From an optimization exercise on the open Yosys and OpenROAD flow, aimed at small area, a short achievable clock period and few clock cycles; shortcuts taken in it are not production practice. Only simulation tests tie the RTL to the original design; equivalence was not proved.

// exgcd_recursion
module exgcd_recursion #(
	parameter WIDTH = 16
) (
	input 	clk,     
	input 	rst_n,   
	input	[WIDTH-1:0] data_a,
	input 	[WIDTH-1:0] data_b,
	input	valid_in,
	output 	[WIDTH-1:0] gcd,
	output  [WIDTH-1:0] inv,
	output  reg valid_out
);
localparam M  = 3;                       
localparam KW = 3;                       
function [WIDTH:0] add16;
	input [WIDTH-1:0] a;
	input [WIDTH-1:0] b;
	input             cin;
	reg   [WIDTH-1:0] g, p, G, P;
	integer n, l;
	begin
		p = a ^ b;
		g = a & b;
		g[0] = g[0] | (p[0] & cin);
		G = g; P = p;
		for (l = 1; l < WIDTH; l = l * 2)
			for (n = 2 * l - 1; n < WIDTH; n = n + 2 * l) begin
				G[n] = G[n] | (P[n] & G[n-l]);
				P[n] = P[n] & P[n-l];
			end
		for (l = WIDTH / 4; l >= 1; l = l / 2)
			for (n = 3 * l - 1; n < WIDTH; n = n + 2 * l) begin
				G[n] = G[n] | (P[n] & G[n-l]);
				P[n] = P[n] & P[n-l];
			end
		add16 = {G[WIDTH-1], p ^ {G[WIDTH-2:0], cin}};
	end
endfunction
reg             run;
reg [WIDTH-1:0] R;       
reg [WIDTH-1:0] B;       
reg [WIDTH-1:0] S0;      
reg [WIDTH-1:0] SS;      
reg [KW-1:0]    k;
assign gcd = R;
assign inv = S0;
wire bzero = (B == {WIDTH{1'b0}});
wire kzero = (k == {KW{1'b0}});
wire [WIDTH:0] upd = add16({{M{1'b0}}, R[WIDTH-1:M]}, ~{{M{1'b0}}, B[WIDTH-M-1:0]}, 1'b1);
wire up = ~bzero && (B[WIDTH-1:WIDTH-M] == {M{1'b0}}) && upd[WIDTH];
reg [WIDTH-1:0] therm;
integer t;
always @(*) begin
	for (t = 0; t < WIDTH; t = t + 1)
		therm[t] = (t >= k * M);
end
wire [WIDTH-1:0] SSm = SS & therm;    
wire [WIDTH-1:0] rem [0:M];
wire [M-1:0]     qb;
wire [WIDTH-1:0] sop [0:M-1];    
assign rem[M] = R;
genvar i;
generate
	for (i = M - 1; i >= 0; i = i - 1) begin : stage
		wire [WIDTH:0] dd = add16(rem[i+1] >> i, ~({{i{1'b0}}, B[WIDTH-1-i:0]}), 1'b1);
		wire [WIDTH-i:0] d = {~dd[WIDTH], dd[WIDTH-i-1:0]};
		wire hi0 = (i == 0) ? 1'b1 : (B[WIDTH-1:WIDTH-1-i+1] == 0);
		assign qb[i] = hi0 & ~d[WIDTH-i] & ~up;
		if (i == 0) begin : n0
  ...
Size in the first run: roughly 69 flip-flops, roughly 68 I/O pins.
export LEC_CHECK = 0
export ABC_AREA = 1
export CAP_MARGIN = 20
export CORE_MARGIN = 2
export CORE_UTILIZATION = 65
export CTS_BUF_LIST = sky130_fd_sc_hd__clkbuf_16
export CTS_CLUSTER_DIAMETER = 500
export CTS_CLUSTER_SIZE = 100
export SLEW_MARGIN = 20
create_clock -name core_clock -period 50.0 [get_ports {clk}]
standard.sh (not shown) runs the stock make flow with config.mk's settings and CLKGATE_MAP_FILE= SYNTH_SCRIPT=/design/flow/synth_recipe.tcl, a recipe that flattens the netlist after the stock synthesis.
==> flow/flow/run.sh <==
#!/bin/bash
set -euo pipefail
args=()
while IFS= read -r line; do
	[[ -z "$line" || "$line" == \#* ]] && continue
	args+=("$line")
done < flow/extra.txt
bash standard.sh "${args[@]}" finish > standard_flow.log 2>&1
==> flow/flow/extra.txt <==
SETUP_SLACK_MARGIN=39.1
BUFFER_PORTS_ARGS=-buffer_cell sky130_fd_sc_hd__buf_2
The baseline finished clean.
Testbench counts at the start, summed over its fixed seeds: cycles 106,906.
==> next run, changes <==
==> flow/flow/extra.txt (replaced) <==
SETUP_SLACK_MARGIN=38.9
BUFFER_PORTS_ARGS=-buffer_cell sky130_fd_sc_hd__buf_2
Settings changed: CTS_BUF_LIST sky130_fd_sc_hd__clkbuf_16 to sky130_fd_sc_hd__clkbuf_8, CTS_CLUSTER_DIAMETER 500 to 100, CTS_CLUSTER_SIZE 100 to 40.
After rerunning: Clock-buffer cell count is unchanged. Design area fell by 1.5%. Hold slack is better by 0.0045 ns.

what the ideal ports hide:
How much do the figures lean on ideal ports? The routed layouts below were timed once more, with nothing changed but the port constraints. Step 1 sets driving cells, clkbuf_16 on the clock port and buf_2 on the other inputs (assumed; they add their load-dependent delay and slew). Step 2 moves the port delays by t, midway between the first and last clock arrival at a register: inputs arrive t later, outputs are due t later. That takes back most of the time a late clock gives input paths. a / b / c = ideal / step 1 / step 2; a / b = the first two.
| run | t (ns) | setup slack, ns | hold WS [ns] |
|---|---|---|---|
| the first run | 0.401 | 39.104 / 39.061 / 39.461 | 0.466 / 0.466 / 0.466 |
| the second run | 0.411 | 38.997 / 38.961 / 39.372 | 0.470 / 0.470 / 0.470 |
After both steps setup and hold are still met in every run listed.
